What follows belongs to an exercise in optimizing a design on an open flow for small area and a short achievable clock period; a production flow would make more cautious choices.

==> flow/design.v <==
module barrel_shifter (
    input  logic        i_clk,
    input  logic        i_signed,
    input  logic        i_shift_left,
    input  logic [4:0]  i_shift_amt,
    input  logic [31:0] i_data,
    output logic [31:0] o_data
);
    logic left, s4, fill;
    assign left = i_shift_left;
    assign s4   = i_shift_amt[4];
    assign fill = i_signed & i_data[31];
    logic left_n, s4_n, fill_n, lf_n, sr1_n, sl0_n, cm, ch;
    logic [1:0] sr0_n;    
    logic [1:0] sl1_n;    
    bs_inv   u_left_n (.a(left), .y(left_n));
    bs_inv   u_s4_n   (.a(s4), .y(s4_n));
    bs_nand2 u_sr0_n0 (.a(left_n), .b(s4_n), .y(sr0_n[0]));
    bs_nand2 u_sr0_n1 (.a(left_n), .b(s4_n), .y(sr0_n[1]));
    bs_nand2 u_sr1_n  (.a(left_n), .b(s4), .y(sr1_n));
    bs_nand2 u_sl0_n  (.a(left), .b(s4), .y(sl0_n));
    bs_nand2 u_sl1_n0 (.a(left), .b(s4_n), .y(sl1_n[0]));
    bs_nand2 u_sl1_n1 (.a(left), .b(s4_n), .y(sl1_n[1]));
    bs_nand2 u_fill_n (.a(i_signed), .b(i_data[31]), .y(fill_n));
    bs_nand3 u_lf_n   (.a(left_n), .b(i_signed), .c(i_data[31]), .y(lf_n));
    bs_nand2 u_cm     (.a(s4), .b(lf_n), .y(cm));
    bs_nand2 u_ch     (.a(left_n), .b(fill_n), .y(ch));
    logic [3:0] ax, ax_n, a, a_n;
    for (genvar t = 0; t < 4; t++) begin : g_sel
        bs_xor2  u_x  (.a(i_shift_amt[t]), .b(left), .y(ax[t]));
        bs_xnor2 u_xn (.a(i_shift_amt[t]), .b(left), .y(ax_n[t]));
        bs_inv   u_a  (.a(ax_n[t]), .y(a[t]));
        bs_inv   u_an (.a(ax[t]),   .y(a_n[t]));
    end
    logic [46:0] v16_n;
    logic [38:0] v8;
    logic [34:0] v4_n;
    logic [32:0] v2;
    logic [31:0] res_n;
    logic [31:0] q_n;
    for (genvar i = 0; i < 15; i++) begin : g_s16_lo
        bs_oai221 u (.a(i_data[i]), .sa_n(sr0_n[0]), .b(i_data[i+16]), .sb_n(sr1_n), .c(left_n),
                     .y(v16_n[i]));
    end
    assign v16_n[15] = ~((i_data[15] & ~left & ~s4) | (i_data[31] & ~left & s4) | (i_data[0] & left & ~s4));
    for (genvar i = 16; i < 31; i++) begin : g_s16_mid
        bs_oai221 u (.a(i_data[i]), .sa_n(sr0_n[1]), .b(i_data[i-15]), .sb_n(sl1_n[0]),
                     .c(cm), .y(v16_n[i]));
    end
    assign v16_n[31] = ~((i_data[31] & ~left & ~s4) | (fill & ~left & s4) | (i_data[0] & left & s4)
                         | (i_data[16] & left & ~s4));
    for (genvar i = 32; i < 47; i++) begin : g_s16_hi
        bs_oai221 u (.a(i_data[i-31]), .sa_n(sl0_n), .b(i_data[i-15]), .sb_n(sl1_n[1]),
                     .c(ch), .y(v16_n[i]));
    end
    for (genvar i = 0; i < 39; i++) begin : g_s8
        bs_mux_n u (.a(v16_n[i]), .sa_n(a[3]), .b(v16_n[i+8]), .sb_n(a_n[3]), .y(v8[i]));
    end
    for (genvar i = 0; i < 35; i++) begin : g_s4
        bs_mux_n u (.a(v8[i]), .sa_n(a[2]), .b(v8[i+4]), .sb_n(a_n[2]), .y(v4_n[i]));
    end
    for (genvar i = 0; i < 33; i++) begin : g_s2
        bs_mux_n u (.a(v4_n[i]), .sa_n(a[1]), .b(v4_n[i+2]), .sb_n(a_n[1]), .y(v2[i]));
    end
    for (genvar i = 0; i < 32; i++) begin : g_s1
        bs_mux_n u (.a(v2[i]), .sa_n(a[0]), .b(v2[i+1]), .sb_n(a_n[0]), .y(res_n[i]));
    end
    always_ff @(posedge i_clk) q_n <= res_n;
    assign o_data = ~q_n;
endmodule
module bs_mux_n (input logic a, sa_n, b, sb_n, output logic y);
    assign y = ~((a | sa_n) & (b | sb_n));
endmodule
module bs_oai221 (input logic a, sa_n, b, sb_n, c, output logic y);
    assign y = ~((a | sa_n) & (b | sb_n) & c);
endmodule
module bs_inv (input logic a, output logic y);
    assign y = ~a;
endmodule
module bs_nand2 (input logic a, b, output logic y);
    assign y = ~(a & b);
endmodule
module bs_nand3 (input logic a, b, c, output logic y);
    assign y = ~(a & b & c);
endmodule
module bs_xor2 (input logic a, b, output logic y);
    assign y = a ^ b;
endmodule
module bs_xnor2 (input logic a, b, output logic y);
    assign y = ~(a ^ b);
endmodule
export LEC_CHECK = 0
export CAP_MARGIN = 20
export CORE_MARGIN = 2
export CORE_UTILIZATION = 65
export GPL_TIMING_DRIVEN = 0
export SLEW_MARGIN = 20
export SYNTH_HIERARCHICAL = 1
export SYNTH_MINIMUM_KEEP_SIZE = 0
create_clock -name core_clock -period 3.5 [get_ports {i_clk}]
standard.sh (not shown) runs the stock make flow with config.mk's settings and CLKGATE_MAP_FILE= SYNTH_SCRIPT=/design/flow/synth_recipe.tcl, a recipe that flattens the netlist after the stock synthesis.
==> flow/flow/run.sh <==
#!/bin/bash
set -e
here=$(pwd)
export BUFFER_PORTS_ARGS="-buffer_cell sky130_fd_sc_hd__buf_1"
export POST_FLOORPLAN_TCL="$here/flow/post_floorplan.tcl"
export PRE_RESIZE_TCL="$here/flow/pre_resize.tcl"
bash standard.sh > standard.log 2>&1
Other scripts of this flow, unchanged in this note and not shown: flow/flow/post_floorplan.tcl, flow/flow/pre_resize.tcl, flow/flow/sizing.tcl
Edit:
--- a/flow/design.v
+++ b/flow/design.v
@@ -7,16 +7,17 @@
     output logic [31:0] o_data
 );
     logic left, s4, fill;
     assign left = i_shift_left;
     assign s4   = i_shift_amt[4];
     assign fill = i_signed & i_data[31];
-    logic left_n, s4_n, fill_n, lf_n, sr1_n, sl0_n, cm, ch;
+    logic left_n, left_nc, s4_n, fill_n, lf_n, sr1_n, sl0_n, cm, ch;
     logic [1:0] sr0_n;    
     logic [1:0] sl1_n;    
     bs_inv   u_left_n (.a(left), .y(left_n));
+    bs_inv   u_left_nc (.a(left), .y(left_nc));
     bs_inv   u_s4_n   (.a(s4), .y(s4_n));
     bs_nand2 u_sr0_n0 (.a(left_n), .b(s4_n), .y(sr0_n[0]));
     bs_nand2 u_sr0_n1 (.a(left_n), .b(s4_n), .y(sr0_n[1]));
     bs_nand2 u_sr1_n  (.a(left_n), .b(s4), .y(sr1_n));
     bs_nand2 u_sl0_n  (.a(left), .b(s4), .y(sl0_n));
     bs_nand2 u_sl1_n0 (.a(left), .b(s4_n), .y(sl1_n[0]));
@@ -25,24 +26,24 @@
     bs_nand3 u_lf_n   (.a(left_n), .b(i_signed), .c(i_data[31]), .y(lf_n));
     bs_nand2 u_cm     (.a(s4), .b(lf_n), .y(cm));
     bs_nand2 u_ch     (.a(left_n), .b(fill_n), .y(ch));
     logic [3:0] ax, ax_n, a, a_n;
     for (genvar t = 0; t < 4; t++) begin : g_sel
         bs_xor2  u_x  (.a(i_shift_amt[t]), .b(left), .y(ax[t]));
-        bs_xnor2 u_xn (.a(i_shift_amt[t]), .b(left), .y(ax_n[t]));
+        bs_inv   u_xn (.a(ax[t]), .y(ax_n[t]));
         bs_inv   u_a  (.a(ax_n[t]), .y(a[t]));
         bs_inv   u_an (.a(ax[t]),   .y(a_n[t]));
     end
     logic [46:0] v16_n;
     logic [38:0] v8;
     logic [34:0] v4_n;
     logic [32:0] v2;
     logic [31:0] res_n;
     logic [31:0] q_n;
     for (genvar i = 0; i < 15; i++) begin : g_s16_lo
-        bs_oai221 u (.a(i_data[i]), .sa_n(sr0_n[0]), .b(i_data[i+16]), .sb_n(sr1_n), .c(left_n),
+        bs_oai221 u (.a(i_data[i]), .sa_n(sr0_n[0]), .b(i_data[i+16]), .sb_n(sr1_n), .c(left_nc),
                      .y(v16_n[i]));
     end
     assign v16_n[15] = ~((i_data[15] & ~left & ~s4) | (i_data[31] & ~left & s4) | (i_data[0] & left & ~s4));
     for (genvar i = 16; i < 31; i++) begin : g_s16_mid
         bs_oai221 u (.a(i_data[i]), .sa_n(sr0_n[1]), .b(i_data[i-15]), .sb_n(sl1_n[0]),
                      .c(cm), .y(v16_n[i]));
@@ -83,9 +84,6 @@
 module bs_nand3 (input logic a, b, c, output logic y);
     assign y = ~(a & b & c);
 endmodule
 module bs_xor2 (input logic a, b, output logic y);
     assign y = a ^ b;
 endmodule
-module bs_xnor2 (input logic a, b, output logic y);
-    assign y = ~(a ^ b);
-endmodule
- The changed run ran to the end with no violations
- setup slack gains 0.014 ns
- design area is lower by 1.8%
- flip-flop and latch count is unchanged
- via count is higher by 3.5%
- die area drops by 0.62%
- global-route usage went up by 1.5 points
- core utilization falls by 0.79 points
No run of this note included a check of the RTL's function; only the layout flow was run.

## afterwards: timing with drivers on the ports
The flow's constraints put no driver on any port. The routed layouts listed below were extracted and timed again, unchanged, in two steps. Step 1, drivers: a clkbuf_16 drives i_clk and a buf_2 each remaining input, both assumed. Step 2, shift: input delay + t, output delay - t, t = (earliest + latest rising clock arrival at the registers) / 2. This alone moves slack from input paths to output paths. Slacks: ideal ports / drivers / drivers and shift; pairs: ideal ports / drivers.
run	t, ns	setup WS [ns]	worst setup path at the end
the first run	0.314	1.229 / 1.225 / 0.911	input to register
the second run	0.315	1.243 / 1.249 / 0.935	input to register
After both steps setup and hold are still met in every run listed. For the first run, which loses most, drivers alone change the setup slack by -0.004 ns; drivers and shift together by -0.318 ns.
